This is an optimization exercise on Yosys and OpenROAD, whose aim is a short achievable clock period and few clock cycles, not a production implementation.
In this exercise RTL edits were held to simulation tests only and were not proved equivalent to the original.
No activity file was given, so power comes from the tool's default toggle rates.

**flow/config.mk**
```make
export PLATFORM = sky130hd
export DESIGN_NAME = mips_pipeline
export DESIGN_NICKNAME = mips_pipeline
export VERILOG_FILES = /design/flow/design.v
export SDC_FILE = /design/flow/constraint.sdc
export NUM_CORES = 4
export LEC_CHECK = 0
export ABC_CLOCK_PERIOD_IN_PS = 2500
export CAP_MARGIN = 20
export CORE_MARGIN = 2
export CORE_UTILIZATION = 55
export SETUP_SLACK_MARGIN = 5.0
export SLEW_MARGIN = 20
```
**flow/constraint.sdc**
```tcl
create_clock -name core_clock -period 8.0 [get_ports {clk}]
set_input_delay 1.6000 -clock core_clock [delete_from_list [all_inputs] [get_ports {clk}]]
set_output_delay 1.6000 -clock core_clock [all_outputs]
set_load 0.01 [all_outputs]
```
**flow/design.v**
```verilog
module mips_pipeline (
  input         clk,
  input         reset,
  output [31:0] imem_addr,
  input  [31:0] imem_data,
  output [31:0] dmem_addr,
  output [31:0] dmem_wdata,
  output        dmem_we,
  input  [31:0] dmem_rdata
);
reg  [29:0] pc;                        
reg         v_d;
reg  [31:0] ins_d;
reg         pred_d;
reg  [29:0] pc4_d;
reg         pok_d;
reg         beq_e, pred_e;
reg         rw_e, ld_e, sw_e, mem_e;
reg  [4:0]  dst_e;
reg  [29:0] alt_e;
reg  [29:0] tgt_e;                     
reg         pfix_e;                    
reg  [31:0] ap_e;                      
reg  [31:0] bp_e;                      
reg  [31:0] rp_e;                      
reg         fas_e, fal_e, fbs_e, fbl_e, bas_e, bal_e;
reg         fasn_e, faln_e, fbsn_e, fbln_e, basn_e, baln_e;
reg         sub_e, and_e, or_e, ar_e, slt_e;
reg         subn_e;                    
reg         rw_m, ld_m, sw_m;
reg         mis_m;                     
reg  [29:0] alt_m;                     
reg  [4:0]  dst_m;
reg  [31:0] s_m;                       
reg  [31:0] l_m;                       
reg         wh_m;                      
reg  [31:0] sd_m;
reg  [31:0] da_m;                      
reg         rw_w;
reg  [4:0]  dst_w;
reg  [31:0] wbd;
reg  [31:0] rf [1:31];
assign imem_addr = {pc, 2'b00};
wire [29:0] pc_inc = pc + 30'd1;
wire [5:0]  f_op   = imem_data[31:26];
wire        f_j    = (f_op == 6'h02);
wire        f_beq  = (f_op == 6'h04);
wire        f_pred = f_j | (f_beq & (imem_data[15] | (imem_data[25:21] == imem_data[20:16])));
wire [10:0] f_lo   = {1'b0, pc[9:0]} + {1'b0, imem_data[9:0]} + 11'd1;
wire        f_pok  = imem_data[15] ? (f_lo[10] & (&imem_data[15:10]))
                                   : (~f_lo[10] & ~(|imem_data[15:10]));
wire [29:0] f_tgt  = f_j ? {pc_inc[29:26], imem_data[25:0]} : {pc[29:10], f_lo[9:0]};
wire [29:0] f_npc  = f_pred ? f_tgt : pc_inc;
wire [5:0] op    = ins_d[31:26];
wire [4:0] rs    = ins_d[25:21];
wire [4:0] rt    = ins_d[20:16];
wire [4:0] rd    = ins_d[15:11];
wire [5:0] funct = ins_d[5:0];
wire [31:0] simm = {{16{ins_d[15]}}, ins_d[15:0]};
wire is_r    = (op == 6'h00);
wire is_addi = (op == 6'h08);
wire is_lw   = (op == 6'h23);
wire is_sw   = (op == 6'h2b);
wire is_beq  = (op == 6'h04);
wire use_rs = is_r | is_addi | is_lw | is_sw | is_beq;
wire use_rt = is_r | is_sw | is_beq;
wire [4:0] dst_d = is_r ? rd : rt;
wire rw_d = (is_r | is_addi | is_lw) && (dst_d != 5'd0);
wire [29:0] brt_d = pc4_d + simm[29:0];      
wire sub_d = is_r & (funct == 6'h22 || funct == 6'h2a);
wire stall = v_d && ld_e &&
             ((use_rs && rs == dst_e) || (use_rt && rt == dst_e));
wire [31:0] wb_rs = (rw_w && dst_w == rs) ? wbd : rf[rs];
wire [31:0] wb_rt = (rw_w && dst_w == rt) ? wbd : rf[rt];
wire [31:0] rsv_d = (rs == 5'd0) ? 32'd0 : wb_rs;
wire [31:0] rtv_d = (rt == 5'd0) ? 32'd0 : wb_rt;
wire [31:0] alu_m   = wh_m ? s_m : l_m;
wire [31:0] mem_val = ld_m ? dmem_rdata : alu_m;
wire fa_m = rw_e && dst_e == rs;
wire fb_m = rw_e && dst_e == rt;
wire fa_k = rw_m && dst_m == rs;
wire fb_k = rw_m && dst_m == rt;
wire [31:0] ap_d = fa_k ? mem_val : rsv_d;
wire [31:0] rp_d = fb_k ? mem_val : rtv_d;
wire [31:0] bp_d = is_r ? (rp_d ^ {32{sub_d}}) : simm;
wire [31:0] a  = {~fasn_e ? s_m[31:16] : ~faln_e ? l_m[31:16] : ap_e[31:16],
                   fas_e  ? s_m[15:0]  : fal_e   ? l_m[15:0]  : ap_e[15:0]};
wire [31:0] bf = {~fbsn_e ? s_m[31:16] : ~fbln_e ? l_m[31:16] : rp_e[31:16],
                   fbs_e  ? s_m[15:0]  : fbl_e   ? l_m[15:0]  : rp_e[15:0]};
wire [31:0] bx = {~basn_e ? (s_m[31:16] ^ {16{~subn_e}}) :
                  ~baln_e ? (l_m[31:16] ^ {16{~subn_e}}) : bp_e[31:16],
                   bas_e  ? (s_m[15:0] ^ {16{sub_e}}) :
                   bal_e  ? (l_m[15:0] ^ {16{sub_e}}) : bp_e[15:0]};
wire [31:0] sum;
wire        cout;
ks_add32 u_add (.a(a), .b(bx), .ci(sub_e), .s(sum), .co(cout));
wire [31:0] lres = ({32{and_e}} & (a & bx)) |
                   ({32{or_e}}  & (a | bx)) |
                   {31'd0, slt_e & ~cout};
wire eq = (a == bf);
wire ex_mis      = beq_e & ((eq != pred_e) | (pfix_e & eq));
wire redirect    = mis_m;
wire id_go       = v_d & ~stall & ~redirect;
always @(posedge clk) begin
  if (reset)            pc <= 30'd0;
  else if (redirect)    pc <= alt_m;
  else if (!stall)      pc <= f_npc;
  if (reset || redirect)    v_d <= 1'b0;
  else if (!stall)          v_d <= 1'b1;
  if (!stall) begin
    ins_d  <= imem_data;
    pred_d <= f_pred;
    pc4_d  <= pc_inc;
    pok_d  <= f_pok;
  end
  if (reset || !id_go) begin
    beq_e <= 1'b0; rw_e <= 1'b0; ld_e <= 1'b0; sw_e <= 1'b0; mem_e <= 1'b0;
  end else begin
    beq_e <= is_beq;
    rw_e  <= rw_d;
    ld_e  <= is_lw & rw_d;
    sw_e  <= is_sw;
    mem_e <= is_sw | is_lw;
  end
  pred_e <= pred_d;
  dst_e  <= dst_d;
  alt_e  <= pred_d ? pc4_d : brt_d;
  tgt_e  <= brt_d;
  pfix_e <= is_beq & pred_d & ~pok_d;
  ap_e   <= ap_d;
  bp_e   <= bp_d;
  rp_e   <= rp_d;
  fas_e  <= fa_m & ar_e;
  fal_e  <= fa_m & ~ar_e;
  fbs_e  <= fb_m & ar_e;
  fbl_e  <= fb_m & ~ar_e;
  bas_e  <= is_r & fb_m & ar_e;
  bal_e  <= is_r & fb_m & ~ar_e;
  fasn_e <= ~(fa_m & ar_e);
  faln_e <= ~(fa_m & ~ar_e);
  fbsn_e <= ~(fb_m & ar_e);
  fbln_e <= ~(fb_m & ~ar_e);
  basn_e <= ~(is_r & fb_m & ar_e);
  baln_e <= ~(is_r & fb_m & ~ar_e);
  sub_e  <= sub_d;
  subn_e <= ~sub_d;
  and_e  <= is_r & (funct == 6'h24);
  or_e   <= is_r & (funct == 6'h25);
  ar_e   <= ~is_r | (funct == 6'h20) | (funct == 6'h22);
  slt_e  <= is_r & (funct == 6'h2a);
  if (reset || redirect) begin
    rw_m <= 1'b0; ld_m <= 1'b0; sw_m <= 1'b0; mis_m <= 1'b0;
  end else begin
    rw_m <= rw_e; ld_m <= ld_e; sw_m <= sw_e; mis_m <= ex_mis;
  end
  alt_m <= (pfix_e & eq) ? tgt_e : alt_e;
  dst_m <= dst_e;
  s_m   <= sum;
  l_m   <= lres;
  wh_m  <= ar_e;
  da_m  <= sum & {32{mem_e}};
  sd_m  <= bf;
  if (reset) rw_w <= 1'b0;
  else       rw_w <= rw_m;
  dst_w <= dst_m;
  wbd   <= mem_val;
  if (rw_w) rf[dst_w] <= wbd;
end
assign dmem_addr  = da_m;
assign dmem_wdata = sd_m;
assign dmem_we    = sw_m;
endmodule
module ks_add32 (
  input  [31:0] a,
  input  [31:0] b,
  input         ci,
  output [31:0] s,
  output        co
);
wire [31:0] p = a ^ b;
wire [31:0] g0 = a & b;
reg  [31:0] g, t;
integer i, k;
always @(*) begin
  g = g0;
  t = p;
  g[0] = g0[0] | (p[0] & ci);
  for (k = 1; k < 32; k = k * 2)
    for (i = 31; i >= k; i = i - 1) begin
      g[i] = g[i] | (t[i] & g[i-k]);
      t[i] = t[i] & t[i-k];
    end
end
assign s  = p ^ {g[30:0], ci};
assign co = g[31];
endmodule
```
**flow/run.sh**
```bash
#!/bin/bash
# synth_recipe.tcl (not shown) runs the flow's synth.tcl, then flattens the netlist and writes it again
# the make line also repeats each setting of config.mk as NAME=value (left out here)
make -C /OpenROAD-flow-scripts/flow DESIGN_CONFIG=/design/flow/config.mk WORK_HOME=/design/flow/orfs CLKGATE_MAP_FILE= SYNTH_SCRIPT=/design/flow/synth_recipe.tcl finish
```
==> impl_metrics.tcl, run 1 <==
set metrics [dict create \
    ys_seq_elements 1489 \
    antenna_found_initial 5 \
    synth_ff_type "edfxtp_1" \
    cp_max_fo 6 \
    hold_class "flip-flop to flip-flop" \
    fillers 9047 \
    min_period_ps 3540 \
    synth_edf_count 1056 \
    cts_tree "done" \
    area_delta_synth_final_pct 18.2 \
    final-hold-violation-count 0 \
    endpoint_kind "flip-flop" \
    rsz0062_at_grt "true" \
    clkPwrFrac_pct 36.2 \
    root_buffer "clkbuf_16" \
    worstPathArrival_ps 4230 \
    wl_um 219000 \
    p_sw_share_pct 27.3 \
    synth_cell_types 82 \
    synthCells 4673 \
    viasPerCell 6.64 \
    relSlewSlack_pct 25.8 \
    maxCapViolCount 0 \
    synth_top_area_share_pct 45.5 \
    switchingPower_mw 5.30 \
    synth_area_mm2 0.0696 \
    p_int_mw 14.1 \
    clock_skew_ps 27.4 \
    postPlaceCellArea_mm2 0.0732 \
    drt_pre_antenna_iters 6 \
    htree_levels 4 \
    worstSetupPathType "flip-flop to flip-flop" \
    remaining_drc_errors 0 \
    synth_top_area_cell "edfxtp_1" \
    synthTopCellsByArea "edfxtp_1, mux4_2, dfxtp_1, mux2i_1, a21oi_1" \
    status "no timing/DRC/antenna violations" \
    drive_above_1_share_pct 30.5 \
    tns_ps 0 \
    post-route-period-util_pct 44.3 \
    vias 44800 \
    coreArea_mm2 0.126 \
    cts_sinks 1489 \
    crit_required_ps 8690 \
    syn_area_per_cell_um2 14.9 \
    peakVddDrop_v 0.000222 \
    max_freq_mhz 282 \
    die_area_mm2 0.129 \
    die_w_um 360 \
    ys_warn_count 2 \
    start_util_pct 55.5 \
    clk_pin_slew_ps 60 \
    insertion_delay_ps 810 \
    routabilityCongestion 0.901 \
    yosysMostFrequentCell "edfxtp_1" \
    grt_pass1_vias 42800 \
    grt_max_degree 66 \
    synthTopCellsByCount "edfxtp_1, mux4_2, dfxtp_1" \
    ant_nets 0 \
    core.rowCount 130 \
    overflow 0 \
    combPwrFrac_pct 12.3 \
    place_hpwl_um 122000 \
    drt_first_iter_violations 5674 \
    setup_violations 0 \
    drv_slew 0 \
    powerDensity_mw_per_mm2 236 \
    finalNetCount 5139 \
    async_reset_ff_share_pct 0 \
    grt_use_total_pct 33.0 \
    synth-seq-area-share_pct 58.0 \
    dieHeight_um 360 \
    drt-wirelength-per-cell_um 32.4 \
    p_leak_nw 29.3 \
    port_buffers 160 \
    p_seq_share_pct 51.5 \
    io_pins 163 \
    start_kind "flip-flop" \
    clockBufferDepth 3 \
    cts_made_buffers 157 \
    fin_area_mm2 0.0823 \
    grt_pass1_wl_um 307000 \
    worst_slew_pin_slew_ps 1110 \
]
routing by layer:
layer  wire length, µm  GRT usage, %  share of wire (%)  vias to the layer above
met2            102000          51.7                 47                     2216
met5                13             0             0.0059                        -
met1             87300          46.3                 40                    23200
met3             19400          6.02                8.9                      457
li1                  -             -                  -                    19000
met4              9590          13.0                4.4                        2
layout by cell type, fill, tap and decap left out, types with 30 or more instances in the layout:
| cell | n |
|---|---|
| nor2_4 | 33 |
| a21oi_2 | 39 |
| dlygate4sd2_1 | 33 |
| nor2_1 | 271 |
| edfxtp_1 | 1056 |
| buf_12 | 30 |
| ha_1 | 84 |
| o21ai_1 | 51 |
| clkdlybuf4s15_1 | 35 |
| nand2_1 | 189 |
| buf_4 | 185 |
| mux2_4 | 41 |
| xor2_1 | 64 |
| clkbuf_16 | 170 |
| mux2_2 | 39 |
| o21ai_0 | 83 |
| clkbuf_1 | 35 |
| a21oi_1 | 220 |
| dfxtp_4 | 43 |
| a21o_1 | 35 |
| and2_1 | 34 |
| nand3_1 | 30 |
| inv_1 | 142 |
| mux2i_1 | 208 |
| dfxtp_1 | 361 |
| mux4_2 | 546 |
| clkdlybuf4s50_1 | 49 |
| a211oi_1 | 97 |
| o22ai_1 | 73 |
| xnor2_1 | 78 |
stage by stage:
stage	utilization [%]	hold slack (ps)	power [mW]	cells	worst slack, ps
floorplan	-	346	11.1	4674	4630
global placement	58.3	387	12.1	6254	3540
detailed placement	58.3	388	12.1	6254	3490
CTS	64.1	395	19.3	6644	4480
global route	65.5	411	20.0	6742	4330
finish	65.5	392	19.4	6743	4460
cell families after synthesis:
family                   count (synthesis)  share of synthesized area [%]
adder cells (fa/ha/maj)                108                           1.98
AND/OR/NAND/NOR                        740                           4.83
XOR/XNOR                               163                           2.07
multiplexers                           887                           23.1
flip-flops                            1489                           58.0
AO/OA/AOI/OAI                          818                           7.29
other                                    1                        0.00539
buffers and inverters                  467                           2.76
area by class of cell:
type / instances / area [µm²] / area share, %
Sequential cell: 1489 / 40600 / 49.3
Multi-Input combinational cell: 2729 / 29400 / 35.7
Timing Repair Buffer: 439 / 4760 / 5.78
Clock buffer: 210 / 4370 / 5.31
Tap cell: 1650 / 2060 / 2.51
Inverter: 149 / 592 / 0.719
Clock inverter: 76 / 547 / 0.664
Antenna cell: 1 / 2.50 / 0.00304
state kept, by name, indices dropped and copies added (netlist names), 5 cells and up, named ones only:
name	count
bp_e	32
alt_e	30
pc	30
ins_d	32
da_m	32
dst_m	5
dst_e	5
s_m	32
rf	992
tgt_e	30
dst_w	5
ap_e	32
wbd	32
rp_e	32
sd_m	32
alt_m	30
pc4_d	30
l_m	32
critical path: stages, from the launching register on:
cell and delay, ps:
dfxtp_4 350, buf_6 130, buf_12 130, a22oi_2 150, o21ai_1 70, a21o_1 190, inv_2 80, fa_2 210
inv_2 40, fa_2 360, a211oi_2 260, o21ai_1 70, or3b_4 260, nand4b_1 170, a21oi_4 310, buf_6 140
buf_6 90, o221ai_2 80, xor2_1 180, and2_1 140
repair_timing:
item | CTS | global route
resized for setup | 530 | 188
pin swaps | 43 | 67
buffers inserted | 86 | 85
cloned | 18 | 12
endpoints found under the setup margin | 438 | 453
hold buffers | 0 | 0
power groups by stage:
stage               sequential (mW)  clock, mW  combinational [mW]
floorplan                      9.79          0                1.30
global placement               10.2          0                1.96
detailed placement             10.2          0                1.98
CTS                            10.0       7.11                2.18
global route                   10.1       7.41                2.54
finish                         10.0       7.03                2.39
worst paths after layout:
| check | slack [ps] | startpoint | cells past startpoint | end |
|---|---|---|---|---|
| max | 4460 | bas_e | 19 | da_m[28] |
| min | 390 | dst_m[0] | 0 | dst_w[0] |
| max reg2reg | 4460 | bas_e | 19 | da_m[28] |
| min reg2reg | 390 | dst_m[0] | 0 | dst_w[0] |
Testbench counts, summed over its fixed seeds: cycles 19,971.
==> run 2: changes to the inputs <==
--- a/flow/config.mk
+++ b/flow/config.mk
@@ -8,6 +8,6 @@
 export ABC_CLOCK_PERIOD_IN_PS = 2500
 export CAP_MARGIN = 20
 export CORE_MARGIN = 2
-export CORE_UTILIZATION = 55
-export SETUP_SLACK_MARGIN = 5.0
+export CORE_UTILIZATION = 62
+export SETUP_SLACK_MARGIN = 5
 export SLEW_MARGIN = 20
==> impl_metrics.tcl, run 2 <==
set metrics [dict create \
    crit_top_cell "fa_2" \
    crit_start "fal_e" \
    routabilityCongestion 0.936 \
    fin_hold_ws_ps 402 \
    synth_top_area_cell "edfxtp_1" \
    dieHeight_um 339 \
    wl_um 214000 \
    cts_tree "done" \
    grt_max_degree 65 \
    powerDensity_mw_per_mm2 240 \
    htree_levels 4 \
    die_w_um 339 \
    grt_pass1_wl_um 302000 \
    rr_startpoint "fal_e" \
    root_buffer "clkbuf_16" \
    viasPerCell 6.93 \
    drv_slew 0 \
    synthCells 4673 \
    remaining_drc_errors 0 \
    cp_cell_sequence "buf_8 > mux2i_1 > nor2_1 > a21oi_2 > fa_2 > inv_2 > fa_2 > a211oi_2 > o21ai_1 > or3b_4 > nand4b_1 > a21oi_4 > buf_4 > o221ai_2 > xor2_1 > and2_1" \
    layout_commonest_cell "edfxtp_1" \
    hold_depth 0 \
    drt_first_iter_violations 6805 \
    yosysMostFrequentCell "edfxtp_1" \
    start_kind "flip-flop" \
    synth_ff_type "edfxtp_1" \
    final_core_util_pct 73.8 \
    final-hold-violation-count 0 \
    start_util_pct 62.8 \
    die_area_mm2 0.115 \
    synth_edf_count 1056 \
    post-route-period-util_pct 43.0 \
    finalPower_mw 19.7 \
    cts_sinks 1489 \
    synthTopCellsByArea "edfxtp_1, mux4_2, dfxtp_1, mux2i_1, a21oi_1" \
    synth_area_mm2 0.0696 \
    largest_register_ffs 992 \
    relSlewSlack_pct 22.9 \
    drt-wirelength-per-cell_um 32.6 \
    ys_warn_count 2 \
    drt_pre_antenna_iters 7 \
    cpPeakStageDelay_ps 350 \
    tns_ps 0 \
    worstSetupPathType "flip-flop to flip-flop" \
    antenna_found_initial 9 \
    synth-seq-area-share_pct 58.0 \
    maxCapViolCount 0 \
    postPlaceCellArea_mm2 0.0730 \
    ys_seq_elements 1489 \
    p_leak_nw 29.3 \
    min_period_ps 3440 \
    clk_pin_slew_ps 60 \
    clockBufferDepth 3 \
    dp_cells 6085 \
    fin_area_mm2 0.0819 \
    syn_area_per_cell_um2 14.9 \
    rsz0062_at_grt "true" \
    worst_slew_pin_slew_ps 1160 \
    core.rowCount 122 \
    insertion_delay_ps 780 \
    drive_above_1_share_pct 29.7 \
    cp_max_fo 10 \
    cts_made_buffers 156 \
    status "no timing/DRC/antenna violations" \
    max_freq_mhz 291 \
    fin_cells 6566 \
    crit_path_end "da_m[28]" \
    final_cell_mix "edfxtp_1, mux4_2, dfxtp_1" \
    synth_top_area_share_pct 45.5 \
    synthTopCellsByCount "edfxtp_1, mux4_2, dfxtp_1" \
    ant_nets 0 \
    peakVddDrop_v 0.000205 \
    regToRegEndpoint "da_m[28]" \
    place_hpwl_um 117000 \
    reg2reg_slack_ps 4560 \
    area_delta_synth_final_pct 17.6 \
    fillers 6970 \
    vias 45500 \
    worst_slack_ps 4560 \
    pre_cts_ws_ps 3230 \
    ff2ff_path_depth 16 \
    async_reset_ff_share_pct 0 \
    grt_pass1_vias 44200 \
    worstPathArrival_ps 4100 \
    port_buffers 160 \
    setup_violations 0 \
    crit_required_ps 8660 \
    finalNetCount 5127 \
    synth_cell_types 82 \
    hold_class "flip-flop to flip-flop" \
    overflow 0 \
    slowest_stage "dfxtp_4" \
    coreArea_mm2 0.111 \
    clock_skew_ps 34.3 \
    regMostFlops "rf" \
    grt_use_total_pct 36.5 \
    endpoint_kind "flip-flop" \
    io_pins 163 \
]
run 2: changes by cell type in the layout (fill, tap and decap cells not counted), moves of 5 or more:
cell and delta:
o22ai_1 +5, clkdlybuf4s15_1 -30, a211oi_2 +6, buf_2 -7, clkbuf_8 -6, buf_4 +12, a21oi_1 +8, a21oi_2 -8
dlygate4sd2_1 +33, o21ai_2 -15, buf_12 -12, o21ai_1 +13, bufinv_16 +14, clkinv_1 -6
run 2: logic make-up after synthesis:
kind of cell / synth area share, %
AO/OA/AOI/OAI: 7.29
XOR/XNOR: 2.07
adder cells (fa/ha/maj): 1.98
buffers and inverters: 2.76
flip-flops: 58.0
multiplexers: 23.1
other: 0.00539
AND/OR/NAND/NOR: 4.83
run 2: layout make-up:
| cell class | count | area [µm²] | share of cell area [%] |
|---|---|---|---|
| antenna | 2 | 5.00 | 0.00611 |
| clock buffer | 199 | 4240 | 5.18 |
| clock inverter | 82 | 882 | 1.08 |
| inverter | 149 | 584 | 0.714 |
| multi-input combinational | 2726 | 29200 | 35.7 |
| sequential | 1489 | 40600 | 49.6 |
| tap | 1488 | 1860 | 2.27 |
| timing repair buffer | 431 | 4480 | 5.47 |
run 2: worst max-delay path: cells and delay by family (launching register included):
| family | cells | cell delay [ps] |
|---|---|---|
| AO/OA/AOI/OAI | 5 | 940 |
| XOR/XNOR | 1 | 170 |
| adder cells (fa/ha/maj) | 2 | 630 |
| multiplexers | 1 | 200 |
| AND/OR/NAND/NOR | 4 | 650 |
| buffers and inverters | 3 | 370 |
| flip-flops | 1 | 350 |
run 2: metal layers:
layer / vias to the layer above / share of wire [%] / track usage, %
li1: 18900 / - / -
met1: 23100 / 37 / 49.4
met2: 2921 / 48 / 57.8
met3: 517 / 11 / 7.99
met4: 8 / 4.5 / 15.3
met5: - / 0.025 / 0
run 2: how the worst min path moves through the flow:
stage	startpoint	to	slack, ps
final	dst_e[2]	dst_m[2]	400
after global routing	dst_e[2]	dst_m[2]	410
after CTS	beq_e	mis_m	400
after detailed placement	dst_m[0]	dst_w[0]	390
after global placement	dst_e[2]	dst_m[2]	390
after floorplan	pred_d	pred_e	350
run 2: timing repair:
action / CTS / global route
hold endpoints to repair: 0 / 0
pin swaps: 49 / 57
resized for setup: 466 / 141
endpoints found under the setup margin: 363 / 232
buffers inserted: 98 / 73
gates cloned: 20 / 7
hold buffers: 0 / 0
run 2: where the power goes:
part | internal, mW | total [mW] | switching [mW]
logic | 1.01 | 2.34 | 1.32
clock network | 4.27 | 7.29 | 3.02
registers | 9.17 | 10.0 | 0.854
total | 14.5 | 19.7 | 5.20

## re-timing with driven ports
In the flow no input, the clock included, has a driving cell. The finished layouts below were timed again as built, in two steps. Step 1: set_driving_cell puts a clkbuf_16 on clk and a buf_2 on each other input, an assumption about the parent block. Step 2 moves the port delays by t, midway between the first and last clock arrival at a register: inputs arrive t later, outputs are due t later. That takes back most of the time a late clock gives input paths. Three values: ideal, step 1, step 2; two values: the first two.
run	t (ns)	slack for setup (ns)	worst setup path after step 2	cell pins on the clock port's net
run 1	0.865	4.457 / 4.457 / 4.165	input to register	1
run 2	0.839	4.563 / 4.563 / 4.260	input to register	1
After both steps every run listed still meets setup and hold. For run 2, which loses most, drivers alone change the setup slack by 0.000 ns; drivers and shift together by -0.303 ns.
